This design comes from an exercise in tuning for small area on the open sky130 flow, not from production work.
No functional check of the RTL was part of this run.

--- design.v ---
module pulse_arrays_fa (input wire a, input wire b, input wire c, output wire s, output wire co);
    assign {co, s} = a + b + c;
endmodule
module pulse_arrays_ha (input wire a, input wire b, output wire s, output wire co);
    assign {co, s} = a + b;
endmodule
module pulse_arrays_mac (
    input  wire [7:0]  a,
    input  wire [7:0]  b,
    input  wire [15:0] acc,
    output wire [15:0] y
);
    wire pp_0_0 = a[0] & b[0];
    wire pp_0_1 = a[0] & b[1];
    wire pp_0_2 = a[0] & b[2];
    wire pp_0_3 = a[0] & b[3];
    wire pp_0_4 = a[0] & b[4];
    wire pp_0_5 = a[0] & b[5];
    wire pp_0_6 = a[0] & b[6];
    wire pp_0_7 = a[0] & b[7];
    wire pp_1_0 = a[1] & b[0];
    wire pp_1_1 = a[1] & b[1];
    wire pp_1_2 = a[1] & b[2];
    wire pp_1_3 = a[1] & b[3];
    wire pp_1_4 = a[1] & b[4];
    wire pp_1_5 = a[1] & b[5];
    wire pp_1_6 = a[1] & b[6];
    wire pp_1_7 = a[1] & b[7];
    wire pp_2_0 = a[2] & b[0];
    wire pp_2_1 = a[2] & b[1];
    wire pp_2_2 = a[2] & b[2];
    wire pp_2_3 = a[2] & b[3];
    wire pp_2_4 = a[2] & b[4];
    wire pp_2_5 = a[2] & b[5];
    wire pp_2_6 = a[2] & b[6];
    wire pp_2_7 = a[2] & b[7];
    wire pp_3_0 = a[3] & b[0];
    wire pp_3_1 = a[3] & b[1];
    wire pp_3_2 = a[3] & b[2];
    wire pp_3_3 = a[3] & b[3];
    wire pp_3_4 = a[3] & b[4];
    wire pp_3_5 = a[3] & b[5];
    wire pp_3_6 = a[3] & b[6];
    wire pp_3_7 = a[3] & b[7];
    wire pp_4_0 = a[4] & b[0];
    wire pp_4_1 = a[4] & b[1];
    wire pp_4_2 = a[4] & b[2];
    wire pp_4_3 = a[4] & b[3];
    wire pp_4_4 = a[4] & b[4];
    wire pp_4_5 = a[4] & b[5];
    wire pp_4_6 = a[4] & b[6];
    wire pp_4_7 = a[4] & b[7];
    wire pp_5_0 = a[5] & b[0];
    wire pp_5_1 = a[5] & b[1];
    wire pp_5_2 = a[5] & b[2];
    wire pp_5_3 = a[5] & b[3];
    wire pp_5_4 = a[5] & b[4];
    wire pp_5_5 = a[5] & b[5];
    wire pp_5_6 = a[5] & b[6];
    wire pp_5_7 = a[5] & b[7];
    wire pp_6_0 = a[6] & b[0];
    wire pp_6_1 = a[6] & b[1];
    wire pp_6_2 = a[6] & b[2];
    wire pp_6_3 = a[6] & b[3];
    wire pp_6_4 = a[6] & b[4];
    wire pp_6_5 = a[6] & b[5];
    wire pp_6_6 = a[6] & b[6];
    wire pp_6_7 = a[6] & b[7];
    wire pp_7_0 = a[7] & b[0];
    wire pp_7_1 = a[7] & b[1];
    wire pp_7_2 = a[7] & b[2];
    wire pp_7_3 = a[7] & b[3];
    wire pp_7_4 = a[7] & b[4];
    wire pp_7_5 = a[7] & b[5];
    wire pp_7_6 = a[7] & b[6];
    wire pp_7_7 = a[7] & b[7];
    wire s0, c0;
    pulse_arrays_ha u1 (.a(acc[0]), .b(pp_0_0), .s(s0), .co(c0));
    wire s1, c1;
    pulse_arrays_fa u2 (.a(acc[1]), .b(pp_0_1), .c(pp_1_0), .s(s1), .co(c1));
    wire s2, c2;
    pulse_arrays_ha u3 (.a(c0), .b(s1), .s(s2), .co(c2));
    wire s3, c3;
    pulse_arrays_fa u4 (.a(acc[2]), .b(pp_0_2), .c(pp_1_1), .s(s3), .co(c3));
    wire s4, c4;
    pulse_arrays_fa u5 (.a(pp_2_0), .b(c1), .c(s3), .s(s4), .co(c4));
    wire s5, c5;
    pulse_arrays_ha u6 (.a(c2), .b(s4), .s(s5), .co(c5));
    wire s6, c6;
    pulse_arrays_fa u7 (.a(acc[3]), .b(pp_0_3), .c(pp_1_2), .s(s6), .co(c6));
    wire s7, c7;
    pulse_arrays_fa u8 (.a(pp_2_1), .b(pp_3_0), .c(c3), .s(s7), .co(c7));
    wire s8, c8;
    pulse_arrays_fa u9 (.a(s6), .b(c4), .c(s7), .s(s8), .co(c8));
    wire s9, c9;
    pulse_arrays_ha u10 (.a(c5), .b(s8), .s(s9), .co(c9));
    wire s10, c10;
    pulse_arrays_fa u11 (.a(acc[4]), .b(pp_0_4), .c(pp_1_3), .s(s10), .co(c10));
    wire s11, c11;
    pulse_arrays_fa u12 (.a(pp_2_2), .b(pp_3_1), .c(pp_4_0), .s(s11), .co(c11));
    wire s12, c12;
    pulse_arrays_fa u13 (.a(c6), .b(s10), .c(s11), .s(s12), .co(c12));
    wire s13, c13;
    pulse_arrays_fa u14 (.a(c7), .b(s12), .c(c8), .s(s13), .co(c13));
    wire s14, c14;
    pulse_arrays_ha u15 (.a(c9), .b(s13), .s(s14), .co(c14));
    wire s15, c15;
    pulse_arrays_fa u16 (.a(acc[5]), .b(pp_0_5), .c(pp_1_4), .s(s15), .co(c15));
    wire s16, c16;
    pulse_arrays_fa u17 (.a(pp_2_3), .b(pp_3_2), .c(pp_4_1), .s(s16), .co(c16));
    wire s17, c17;
    pulse_arrays_fa u18 (.a(pp_5_0), .b(c10), .c(c11), .s(s17), .co(c17));
    wire s18, c18;
    pulse_arrays_fa u19 (.a(s15), .b(s16), .c(c12), .s(s18), .co(c18));
    wire s19, c19;
    pulse_arrays_fa u20 (.a(s17), .b(s18), .c(c13), .s(s19), .co(c19));
    wire s20, c20;
    pulse_arrays_ha u21 (.a(c14), .b(s19), .s(s20), .co(c20));
    wire s21, c21;
    pulse_arrays_fa u22 (.a(acc[6]), .b(pp_0_6), .c(pp_1_5), .s(s21), .co(c21));
    wire s22, c22;
    pulse_arrays_fa u23 (.a(pp_2_4), .b(pp_3_3), .c(pp_4_2), .s(s22), .co(c22));
    wire s23, c23;
    pulse_arrays_fa u24 (.a(pp_5_1), .b(pp_6_0), .c(c15), .s(s23), .co(c23));
    wire s24, c24;
    pulse_arrays_fa u25 (.a(c16), .b(s21), .c(s22), .s(s24), .co(c24));
    wire s25, c25;
    pulse_arrays_fa u26 (.a(c17), .b(s23), .c(s24), .s(s25), .co(c25));
    wire s26, c26;
    pulse_arrays_fa u27 (.a(c18), .b(s25), .c(c19), .s(s26), .co(c26));
    wire s27, c27;
    pulse_arrays_fa u28 (.a(acc[7]), .b(pp_0_7), .c(pp_1_6), .s(s27), .co(c27));
    wire s28, c28;
    pulse_arrays_fa u29 (.a(pp_2_5), .b(pp_3_4), .c(pp_4_3), .s(s28), .co(c28));
    wire s29, c29;
    pulse_arrays_fa u30 (.a(pp_5_2), .b(pp_6_1), .c(pp_7_0), .s(s29), .co(c29));
    wire s30, c30;
    pulse_arrays_fa u31 (.a(c21), .b(c22), .c(s27), .s(s30), .co(c30));
    wire s31, c31;
    pulse_arrays_fa u32 (.a(s28), .b(s29), .c(c23), .s(s31), .co(c31));
    wire s32, c32;
    pulse_arrays_fa u33 (.a(c24), .b(s30), .c(s31), .s(s32), .co(c32));
    wire s33, c33;
    pulse_arrays_ha u34 (.a(c25), .b(s32), .s(s33), .co(c33));
    wire s34, c34;
    pulse_arrays_fa u35 (.a(acc[8]), .b(pp_1_7), .c(pp_2_6), .s(s34), .co(c34));
    wire s35, c35;
    pulse_arrays_fa u36 (.a(pp_3_5), .b(pp_4_4), .c(pp_5_3), .s(s35), .co(c35));
    wire s36, c36;
    pulse_arrays_fa u37 (.a(pp_6_2), .b(pp_7_1), .c(c27), .s(s36), .co(c36));
    wire s37, c37;
    pulse_arrays_fa u38 (.a(c28), .b(c29), .c(s34), .s(s37), .co(c37));
    wire s38, c38;
    pulse_arrays_fa u39 (.a(s35), .b(c30), .c(s36), .s(s38), .co(c38));
    wire s39, c39;
    pulse_arrays_fa u40 (.a(s37), .b(c31), .c(s38), .s(s39), .co(c39));
    wire s40, c40;
    pulse_arrays_ha u41 (.a(c32), .b(s39), .s(s40), .co(c40));
    wire s41, c41;
    pulse_arrays_fa u42 (.a(acc[9]), .b(pp_2_7), .c(pp_3_6), .s(s41), .co(c41));
    wire s42, c42;
    pulse_arrays_fa u43 (.a(pp_4_5), .b(pp_5_4), .c(pp_6_3), .s(s42), .co(c42));
    wire s43, c43;
    pulse_arrays_fa u44 (.a(pp_7_2), .b(c34), .c(c35), .s(s43), .co(c43));
    wire s44, c44;
    pulse_arrays_fa u45 (.a(s41), .b(s42), .c(c36), .s(s44), .co(c44));
    wire s45, c45;
    pulse_arrays_fa u46 (.a(c37), .b(s43), .c(s44), .s(s45), .co(c45));
    wire s46, c46;
    pulse_arrays_fa u47 (.a(c38), .b(c39), .c(s45), .s(s46), .co(c46));
    wire s47, c47;
    pulse_arrays_fa u48 (.a(acc[10]), .b(pp_3_7), .c(pp_4_6), .s(s47), .co(c47));
    wire s48, c48;
    pulse_arrays_fa u49 (.a(pp_5_5), .b(pp_6_4), .c(pp_7_3), .s(s48), .co(c48));
    wire s49, c49;
    pulse_arrays_fa u50 (.a(c41), .b(c42), .c(s47), .s(s49), .co(c49));
    wire s50, c50;
    pulse_arrays_fa u51 (.a(s48), .b(c43), .c(s49), .s(s50), .co(c50));
    wire s51, c51;
    pulse_arrays_fa u52 (.a(c44), .b(s50), .c(c45), .s(s51), .co(c51));
    wire s52, c52;
    pulse_arrays_fa u53 (.a(acc[11]), .b(pp_4_7), .c(pp_5_6), .s(s52), .co(c52));
    wire s53, c53;
    pulse_arrays_fa u54 (.a(pp_6_5), .b(pp_7_4), .c(c47), .s(s53), .co(c53));
    wire s54, c54;
    pulse_arrays_fa u55 (.a(c48), .b(s52), .c(c49), .s(s54), .co(c54));
    wire s55, c55;
    pulse_arrays_fa u56 (.a(s53), .b(c50), .c(s54), .s(s55), .co(c55));
    wire s56, c56;
    pulse_arrays_fa u57 (.a(acc[12]), .b(pp_5_7), .c(pp_6_6), .s(s56), .co(c56));
    wire s57, c57;
    pulse_arrays_fa u58 (.a(pp_7_5), .b(c52), .c(s56), .s(s57), .co(c57));
    wire s58, c58;
    pulse_arrays_fa u59 (.a(c53), .b(s57), .c(c54), .s(s58), .co(c58));
    wire s59, c59;
    pulse_arrays_fa u60 (.a(acc[13]), .b(pp_6_7), .c(pp_7_6), .s(s59), .co(c59));
    wire s60, c60;
    pulse_arrays_fa u61 (.a(c56), .b(s59), .c(c57), .s(s60), .co(c60));
    wire s61, c61;
    pulse_arrays_fa u62 (.a(acc[14]), .b(pp_7_7), .c(c59), .s(s61), .co(c61));
    wire s62, c62;
    pulse_arrays_ha u63 (.a(c20), .b(s26), .s(s62), .co(c62));
    wire s63, c63;
    pulse_arrays_ha u64 (.a(s33), .b(c26), .s(s63), .co(c63));
    wire s64, c64;
    pulse_arrays_ha u65 (.a(c33), .b(s40), .s(s64), .co(c64));
    wire s65, c65;
    pulse_arrays_ha u66 (.a(c40), .b(s46), .s(s65), .co(c65));
    wire s66, c66;
    pulse_arrays_ha u67 (.a(c46), .b(s51), .s(s66), .co(c66));
    wire s67, c67;
    pulse_arrays_ha u68 (.a(s55), .b(c51), .s(s67), .co(c67));
    wire s68, c68;
    pulse_arrays_ha u69 (.a(c55), .b(s58), .s(s68), .co(c68));
    wire s69, c69;
    pulse_arrays_ha u70 (.a(s60), .b(c58), .s(s69), .co(c69));
    wire s70, c70;
    pulse_arrays_ha u71 (.a(s61), .b(c60), .s(s70), .co(c70));
    wire p9 = acc[15] ^ c61;
    wire gg71 = c63 | (s63 & c62);
    wire pp71 = s63 & s62;
    wire gg72 = c65 | (s65 & c64);
    wire pp72 = s65 & s64;
    wire gg73 = c67 | (s67 & c66);
    wire pp73 = s67 & s66;
    wire gg74 = c69 | (s69 & c68);
    wire pp74 = s69 & s68;
    wire gg75 = 1'b0 | (p9 & c70);
    wire pp75 = p9 & s70;
    wire gg76 = gg72 | (pp72 & gg71);
    wire pp76 = pp72 & pp71;
    wire gg77 = gg74 | (pp74 & gg73);
    wire pp77 = pp74 & pp73;
    wire gg78 = gg77 | (pp77 & gg76);
    wire pp78 = pp77 & pp76;
    wire gg79 = gg73 | (pp73 & gg76);
    wire pp79 = pp73 & pp76;
    wire gg80 = gg75 | (pp75 & gg78);
    wire pp80 = pp75 & pp78;
    wire gg81 = c64 | (s64 & gg71);
    wire pp81 = s64 & pp71;
    wire gg82 = c66 | (s66 & gg76);
    wire pp82 = s66 & pp76;
    wire gg83 = c68 | (s68 & gg79);
    wire pp83 = s68 & pp79;
    wire gg84 = c70 | (s70 & gg78);
    wire pp84 = s70 & pp78;
    assign y = {(p9 ^ gg84), (s70 ^ gg78), (s69 ^ gg83), (s68 ^ gg79), (s67 ^ gg82), (s66 ^ gg76), (s65 ^ gg81), (s64 ^ gg71), (s63 ^ c62), s62, s20, s14, s9, s5, s2, s0};
endmodule
module pulse_arrays #(
    parameter   WIDTH_left     =   8,
    parameter   WIDTH_up       =   8,
    parameter   WIDTH_out      =   16,
    parameter   Mritx_M   =   4,
    parameter   Mritx_N   =   4,
    parameter   Mritx_L   =   4,
    parameter   Mritx_LOG2_size  =   10
)(
    input   clk,
    input   rst,
    input   wire    valid_left,
    input   wire    valid_up,
    input   wire  [31:0]   left,
    input   wire  [31:0]   up,
    output  reg     ready,
    output  wire  [63:0]   product
);
reg  [4:0] cnt;      
reg        first;    
reg        last;     
always @(posedge clk) begin
    if (!rst) begin
        cnt   <= 5'd0;
        ready <= 1'b0;
        first <= 1'b0;
        last  <= 1'b0;
    end else begin
        first <= (cnt[1:0] == 2'd2);
        last  <= (cnt[1:0] == 2'd1);
        if (cnt == 5'd0) begin
            ready <= 1'b1;
            if (valid_left & valid_up)
                cnt <= 5'd1;
        end else begin
            ready <= (cnt == 5'd24);
            cnt   <= (cnt == 5'd24) ? 5'd0 : cnt + 5'd1;
        end
    end
end
reg  [7:0] b [0:15];
integer n;
always @(posedge clk) begin
    for (n = 1; n < 16; n = n + 1)
        if (n % 4 != 0) b[n] <= b[n-1];
    b[0]  <= valid_up ? up[7:0]   : b[15];
    b[4]  <= valid_up ? up[15:8]  : b[3];
    b[8]  <= valid_up ? up[23:16] : b[7];
    b[12] <= valid_up ? up[31:24] : b[11];
end
reg  [7:0]  a0 [0:3], a1 [0:3], a2 [0:3], a3 [0:3];
reg  [15:0] acc [0:3];
reg  [15:0] r0 [0:3], r1 [0:3], r2 [0:3];
wire [15:0] sum [0:3];
genvar i;
generate
    for (i = 0; i < 4; i = i + 1) begin : row
        pulse_arrays_mac mac (
            .a   (a2[i]),
            .b   (b[2]),
            .acc (first ? 16'd0 : acc[i]),
            .y   (sum[i])
        );
        always @(posedge clk) begin
            a0[i]  <= valid_left ? left[8*i +: 8] : a3[i];
            a1[i]  <= a0[i];
            a2[i]  <= a1[i];
            a3[i]  <= a2[i];
            acc[i] <= sum[i];
            r0[i]  <= last ? sum[i] : r2[i];
            r1[i]  <= r0[i];
            r2[i]  <= r1[i];
        end
        assign product[16*i +: 16] = r0[i];
    end
endgenerate
endmodule
--- flow/run.sh ---
#!/bin/bash
# The standard layout flow, with one change: the buffers that
# buffer_ports puts on every input and output port are the smallest buffer
# cell (buf_1) instead of the cell buffer_ports picks by default.
set -euo pipefail
export BUFFER_PORTS_ARGS="-buffer_cell sky130_fd_sc_hd__buf_1"
bash standard.sh finish > standard.log 2>&1
--- standard.sh ---
#!/bin/bash
# synth_recipe.tcl (not shown) runs the flow's synth.tcl, then flattens the netlist and writes it again
# the make line also repeats each setting of config.mk as NAME=value (left out here)
make -C /OpenROAD-flow-scripts/flow DESIGN_CONFIG=/design/flow/config.mk WORK_HOME=/design/flow/orfs CLKGATE_MAP_FILE= SYNTH_SCRIPT=/design/flow/synth_recipe.tcl "${@:-finish}"
--- config.mk ---
export PLATFORM = sky130hd
export DESIGN_NAME = pulse_arrays
export DESIGN_NICKNAME = pulse_arrays
export VERILOG_FILES = /design/flow/design.v
export SDC_FILE = /design/flow/constraint.sdc
export NUM_CORES = 4
export LEC_CHECK = 0
export CAP_MARGIN = 20
export CORE_MARGIN = 2
export CORE_UTILIZATION = 40
export CTS_BUF_LIST = sky130_fd_sc_hd__clkbuf_8
export CTS_CLUSTER_DIAMETER = 60
export CTS_CLUSTER_SIZE = 16
export PLACE_DENSITY = 0.6
export SLEW_MARGIN = 20
export SYNTH_HIERARCHICAL = 1
--- constraint.sdc ---
create_clock -name core_clock -period 5.0 [get_ports {clk}]
set_input_delay 1.0000 -clock core_clock [delete_from_list [all_inputs] [get_ports {clk}]]
set_output_delay 1.0000 -clock core_clock [all_outputs]
set_load 0.01 [all_outputs]
==> qor.yml <==
status: "complete, no violations"
crit_path_end: "r0[1][11]"
worst-path-stages: 17
yosys-top-cells-area: "dfxtp_1, fa_1, and2_1, mux2_2, ha_1"
clk_pin_slew_worst_paths_ns: 0.10
r2r-end: "r0[1][11]"
max_freq_mhz: 206.4
gp_congestion: 0.7827
worst_pin_slew_ns: 1.007
clockBufferDepth: 3
synthesis.area_um2: 20330
fin_skew_ns: 0.03889
crit_type: "register to register"
setup_viol: 0
start_util_pct: 40.52
grt_max_degree: 65
avgViaCountPerCell: 4.516
grt-ovfl-total: 0
synth_edf_count: 0
cpPeakStageDelay_ns: 0.49
hold_viol: 0
hold_ws_ns: 0.3115
crit-reg2reg-launch: "b[2][1]"
cp_slowest_cell: "fa_1"
die-width_um: 229.4
dpl_cell_area_um2: 21810
fin_area_um2: 22890
crit_buf_inv: 2
synth.ff_latch_count: 520
worst_setup_path_start_kind: "register"
portBuffers: 132
die-area_um2: 52640
synth_warnings: 25
fin_nets: 1984
fin_util_pct: 45.62
critPathRequiredTime_ns: 5.53
fin_crit_sh_pct: 96.90
synthFlopType: "dfxtp_1"
grt_usage_pct: 15.62
drv_cap: 0
critical_path_peak_fanout: 7
hold_class: "register to register"
drc: 0
crit_start: "b[2][1]"
synth_cells: 1434
numClockSinks: 520
synth_top_area_share_pct: 51.21
final_cells: 2297
synth_nets: 1810
drtIter0Drc: 344
worstPathArrival_ns: 5.38
antenna_found_initial: 1
avgSynthCellArea_um2: 14.18
dp.cells: 2232
cts_max_level: 2
drt_pre_antenna_iters: 4
relSlewSlack_pct: 32.90
post-route-min-period_ns: 4.845
insertion_delay_ns: 0.63
critical_path.endpoint_type: "register"
cts_buffers: 43
wl_um: 39280
rr_worst_depth: 17
seq_area_frac_synth_pct: 51.21
vias: 10374
die_h_um: 229.4
critical-path-top-cell-by-count: "fa_2"
cts_tree: "yes"
timing.reg2reg.setup_slack_ns: 0.16
cts_root_buf: "clkbuf_8"
slew_violations: 0
rsz0062_at_grt: "yes"
critical-path-top-delay-family: "adder cells"
ios: 133
coreArea_um2: 50170
netlist-cell-type-count: 33
async_reset_ff_share_pct: 0
post_route_cells_drive_above_1_share_pct: 18.41
grt_pass1_wl_um: 64560
first_global_vias: 11835
ant_nets: 0
dpl.hpwl_um: 27160
syn_to_final_growth_pct: 12.59
yosysTopAreaCell: "dfxtp_1"
wire_per_inst_um: 17.10
placement_rows: 82
cp_cell_sequence: "buf_12 -> and2_4 -> fa_2 -> fa_1 -> fa_2 -> fa_2 -> fa_2 -> fa_2 -> ha_4 -> ha_2 -> or2_4 -> a31oi_4 -> inv_1 -> ha_1 -> nor2_1 -> xnor2_1 -> mux2_2"
[cell usage after synthesis (all sizes together) (5+ instances only)]
| library cell | n |
|---|---|
| xnor2 | 17 |
| and2 | 258 |
| o21ai | 6 |
| nand2 | 12 |
| fa | 216 |
| clkbuf | 9 |
| a31oi | 5 |
| xor2 | 5 |
| dfxtp | 520 |
| ha | 92 |
| nor2b | 65 |
| inv | 8 |
| nor2 | 17 |
| a21oi | 8 |
| mux2 | 128 |
| buf | 41 |
[per-module statistics from Yosys (local to each module, per instance)]
module,cells inside,copies in the design,flip-flops and latches
pulse_arrays,766,1,520
pulse_arrays_fa,1,216,0
pulse_arrays_ha,1,68,0
pulse_arrays_mac,96,4,0
[cell usage in the layout (no fill, tap or decap), types with 2 or more instances in the layout]
cell       Yosys  layout
dfxtp_1      520     516
and2_1       258     257
fa_1         216     191
buf_1          0     130
mux2_2       128     128
ha_1          92      86
nor2b_1       65      63
clkbuf_8       0      49
buf_4         28      35
fa_2           0      25
xnor2_1       17      16
nand2_1       12      12
inv_1          8      10
nor2_1        17      10
buf_12         0       9
a21oi_1        8       8
nor2_2         0       6
xor2_1         5       5
inv_8          0       5
or2_4          4       4
a21o_2         4       4
a31oi_4        0       4
o21ai_1        4       4
o21a_1         4       4
ha_2           0       3
ha_4           0       3
dfxtp_4        0       3
nor2b_2        0       2
nand3_1        2       2
o21ai_0        2       2
o31ai_2        0       2
o31ai_4        0       2
clkbuf_16      0       2
clkbuf_2       0       2
[worst min-delay path by stage]
stage                     cells past startpoint      from       end  slack, ns
after floorplan                               0  a0[0][0]  a1[0][0]       0.31
after global placement                        0  b[13][4]  b[14][4]       0.31
after detailed placement                      0  a1[1][5]  a2[1][5]       0.31
after CTS                                     0  a1[1][2]  a2[1][2]       0.32
after global routing                          0  a1[1][2]  a2[1][2]       0.30
final                                         0  a1[1][2]  a2[1][2]       0.31
[metal layers]
metal | share of wire (%) | vias up | GRT usage, %
met2 | 48 | 149 | 25.70
met1 | 46 | 5260 | 21.14
met4 | 2.2 | 0 | 4.383
met5 | 0 | - | 0
li1 | - | 4907 | -
met3 | 3.9 | 58 | 2.839
[what timing repair did]
action,4_1_cts,5_1_grt
hold buffers,0,0
setup buffers,0,1
pin swaps,0,21
gates cloned,0,2
endpoints found under the setup margin,28,23
resized for setup,9,50
[sequential cells by signal, indices dropped and copies added, names as in the netlist, 5 cells and up]
name,flops
a1,32
r2,64
r0,64
cnt,5
a2,32
acc,64
a3,32
b,128
a0,32
r1,64
[cell type report]
cell class / count / area (um2)
antenna: 1 / 2.502
clock buffer: 49 / 674.4
clock inverter: 12 / 118.9
fill: 4587 / 27280
inverter: 8 / 30.03
multi-input combinational: 856 / 9798
sequential: 520 / 10420
tap: 672 / 840.8
timing repair buffer: 179 / 1002
[kinds of logic after synthesis]
kind of cell,Yosys count,share of synthesized area [%]
xor+xnor,22,0.9478
fa+ha+maj,308,26.93
simple gates,362,10.84
compound gates,35,1.268
mux,129,7.139
buf+inv,58,1.668
flops,520,51.21
[stage by stage]
step | setup WS, ns | TNS [ns]
6_report | 0.1552 | 0
5_1_grt | -0.02841 | -0.09835
4_1_cts | 0.005790 | 0
2_1_floorplan | -0.08406 | -0.7607
3_3_place_gp | -0.1760 | -1.587
3_5_place_dp | -0.2808 | -3.209

-- re-timing with driven ports --
The flow's constraints put no driver on any port. The routed layout listed below was extracted and timed again, unchanged, in two steps. Step 1, drivers: a clkbuf_16 drives clk and a buf_2 each remaining input, both assumed. Step 2 also shifts input and output timing later by t, the mid clock arrival at the registers, as if the neighbouring blocks saw the same clock. a / b / c = ideal / step 1 / step 2; a / b = the first two.
t, ns: 0.662
slack for setup (ns): 0.155 / 0.155 / 0.155
worst hold slack (ns): 0.312 / 0.312 / 0.312
latest minus earliest clock arrival (ns): 0.041 / 0.042
After both steps this run still meets setup and hold. The setup slack of this run moves by 0.000 ns with the drivers and by 0.000 ns with both steps.
